Context: an optimization exercise on an open-source flow, tuned for small area, a short achievable clock period and few clock cycles per item. The choices shown serve that exercise and are no tape-out recipe. The RTL was checked by simulation tests, not by an equivalence proof against the original design.

## serial_multiplier
module serial_multiplier (
    input  logic        clk,
    input  logic        rst,
    input  logic        start,
    input  logic [2:0]  funct3,         
    input  logic [31:0] A,
    input  logic [31:0] B,
    output logic [63:0] result_64,      
    output logic [31:0] result,         
    output logic        ready,
    output logic        stall
);
==> flow/config.mk <==
export PLATFORM = sky130hd
export DESIGN_NAME = serial_multiplier
export DESIGN_NICKNAME = serial_multiplier
export VERILOG_FILES = /design/flow/design.v
export SDC_FILE = /design/flow/constraint.sdc
export NUM_CORES = 4
export LEC_CHECK = 0
export CAP_MARGIN = 20
export CORE_MARGIN = 2
export CORE_UTILIZATION = 50
export CTS_CLUSTER_DIAMETER = 150
export CTS_CLUSTER_SIZE = 50
export SETUP_SLACK_MARGIN = 1.2
export SLEW_MARGIN = 20
export SYNTH_HIERARCHICAL = 1
export SYNTH_MINIMUM_KEEP_SIZE = 0
==> flow/constraint.sdc <==
create_clock -name core_clock -period 5.5 [get_ports {clk}]
set_input_delay 1.1000 -clock core_clock [delete_from_list [all_inputs] [get_ports {clk}]]
set_output_delay 1.1000 -clock core_clock [all_outputs]
set_load 0.01 [all_outputs]
standard.sh (not shown) runs the stock make flow with config.mk's settings and CLKGATE_MAP_FILE= SYNTH_SCRIPT=/design/flow/synth_recipe.tcl, a recipe that flattens the netlist after the stock synthesis.
==> flow/flow/run.sh <==
#!/bin/bash
# Own layout flow: the standard flow, with two placement/sizing knobs changed.
# - the port buffers are buf_1 cells (the standard flow's buffer_ports picks a
#   delay buffer, clkdlybuf4s50_1, for every port);
# - the resizer may change a cell to one with another footprint (the platform
#   sets MATCH_CELL_FOOTPRINT=1), so a flip-flop can be upsized.
# Synthesis is the standard synthesis, unchanged.
set -euo pipefail
bash standard.sh synth > flow_synth.log 2>&1
sed -e 's|^make -C |make MATCH_CELL_FOOTPRINT=0 "BUFFER_PORTS_ARGS=-buffer_cell sky130_fd_sc_hd__buf_1" -C |' standard.sh > layout.sh
grep -q 'MATCH_CELL_FOOTPRINT=0' layout.sh
bash layout.sh finish > flow_layout.log 2>&1
Testbench counts at the start, summed over its fixed seeds: cycles 9,608, items 3,200.
Next try:
- CTS_CLUSTER_DIAMETER: 150 -> 100
- CTS_CLUSTER_SIZE: 50 -> 30
=>
- routed wire length stays the same
- synthesized cell count is unchanged
- global-route usage stays the same
- cell area stays the same
- utilization stays the same
- count of clock-buffer cells in the layout stays the same
- die area stays the same
- worst hold slack stays the same
- fmax is unchanged
- final cell count does not change
Next try:
==> flow/run.sh (new file) <==
#!/bin/bash
# synth_recipe.tcl (not shown) runs the flow's synth.tcl, then flattens the netlist and writes it again
# the make line also repeats each setting of config.mk as NAME=value (left out here)
make -C /OpenROAD-flow-scripts/flow DESIGN_CONFIG=/design/flow/config.mk WORK_HOME=/design/flow/orfs CLKGATE_MAP_FILE= SYNTH_SCRIPT=/design/flow/synth_recipe.tcl finish
- CTS_CLUSTER_DIAMETER: 100 -> default
- CTS_CLUSTER_SIZE: 30 -> default
removed: flow/flow/run.sh
removed: flow/standard.sh
=> The changed run ran to the end with no violations. Flip-flop and latch count does not change. Via count climbs by 2.3%. Routed wire length climbs by 3.7%. Global-route usage increases by 1.1 points. Cell area is higher by 8.3%. Register-to-register slack improves by 0.02 ns.
Next try:
==> flow/flow/run.sh (new file) <==
#!/bin/bash
# Own layout flow: the standard flow, with two placement/sizing knobs changed.
# - the port buffers are buf_1 cells (the standard flow's buffer_ports picks a
#   delay buffer, clkdlybuf4s50_1, for every port);
# - the resizer may change a cell to one with another footprint (the platform
#   sets MATCH_CELL_FOOTPRINT=1), so a flip-flop can be upsized.
# Synthesis is the standard synthesis, unchanged.
set -euo pipefail
bash standard.sh synth > flow_synth.log 2>&1
sed -e 's|^make -C |make MATCH_CELL_FOOTPRINT=0 "BUFFER_PORTS_ARGS=-buffer_cell sky130_fd_sc_hd__buf_1" -C |' standard.sh > layout.sh
grep -q 'MATCH_CELL_FOOTPRINT=0' layout.sh
bash layout.sh finish > flow_layout.log 2>&1
==> flow/standard.sh (new file) <==
#!/bin/bash
# synth_recipe.tcl (not shown) runs the flow's synth.tcl, then flattens the netlist and writes it again
# the make line also repeats each setting of config.mk as NAME=value (left out here)
make -C /OpenROAD-flow-scripts/flow DESIGN_CONFIG=/design/flow/config.mk WORK_HOME=/design/flow/orfs CLKGATE_MAP_FILE= SYNTH_SCRIPT=/design/flow/synth_recipe.tcl "${@:-finish}"
removed: flow/run.sh
After rerunning:
- global-route usage went down by 1.1 points
- core utilization falls by 4.8 points
- sequential share of layout area climbs by 1.4 points
- synthesized cell count does not change
- count of clock-buffer cells in the layout goes down by 1

========
Another version of the RTL of serial_multiplier (not shown whole).
Size: roughly 180 flip-flops.
Design serial_multiplier, start of the top module:
module serial_multiplier (
    input  logic        clk,
    input  logic        rst,
    input  logic        start,
    input  logic [2:0]  funct3,         
    input  logic [31:0] A,
    input  logic [31:0] B,
    output logic [63:0] result_64,      
    output logic [31:0] result,         
    output logic        ready,
    output logic        stall
);
Settings: LEC_CHECK=0, CAP_MARGIN=20, CORE_MARGIN=2, CORE_UTILIZATION=40, SETUP_SLACK_MARGIN=1.2, SLEW_MARGIN=20, SYNTH_HIERARCHICAL=1, SYNTH_MINIMUM_KEEP_SIZE=0; clock period 5.5 ns.
run.sh (not shown) runs the stock make flow with config.mk's settings and CLKGATE_MAP_FILE= SYNTH_SCRIPT=/design/flow/synth_recipe.tcl, a recipe that flattens the netlist after the stock synthesis.
Stock flow here: none of the scripts above is used.
Testbench counts at the start, summed over its fixed seeds: cycles 9,608, items 3,200.
Change:
CORE_UTILIZATION = 65   (was 40)
- register-to-register slack got worse by 20 ps
- utilization goes up by 30 points
- count of clock-buffer cells in the layout goes down by 1
- synthesized cell count does not change
- wire length goes down by 5.0%
- critical path depth goes down by 1
- final cell count goes down by 10%
- die area goes down by 38%

static timing again, ports no longer ideal:
How much do the figures lean on ideal ports? The routed layouts below were timed once more, with nothing changed but the port constraints.
Step 1 (the two cells are an assumption about what drives the block):
set clk [get_ports {clk}]
set_driving_cell -lib_cell sky130_fd_sc_hd__clkbuf_16 $clk
set_driving_cell -lib_cell sky130_fd_sc_hd__buf_2 [delete_from_list [all_inputs] $clk]
Step 2 adds t to the input delays and takes it off the output delays; t is the mean of the earliest and latest rising clock arrival at the registers after step 1. Input paths then give back, and output paths get back, about the clock's delay inside the block.
a / b / c = ideal ports / drivers / drivers and shift; a / b = the first two.
run	t (ns)	setup WS [ns]	clock arrival spread, ns
the first run of note 1	0.526	1.111 / 1.055 / 1.277	0.014 / 0.013
the second run of note 1	0.526	1.111 / 1.055 / 1.277	0.014 / 0.013
the third run of note 1	0.524	1.034 / 0.972 / 1.301	0.021 / 0.021
the fourth run of note 1	0.526	1.111 / 1.055 / 1.277	0.014 / 0.013
the first run of note 2	0.545	1.032 / 0.975 / 1.243	0.019 / 0.018
the second run of note 2	0.517	1.057 / 1.002 / 1.222	0.018 / 0.018
After both steps setup and hold are still met in every run listed.
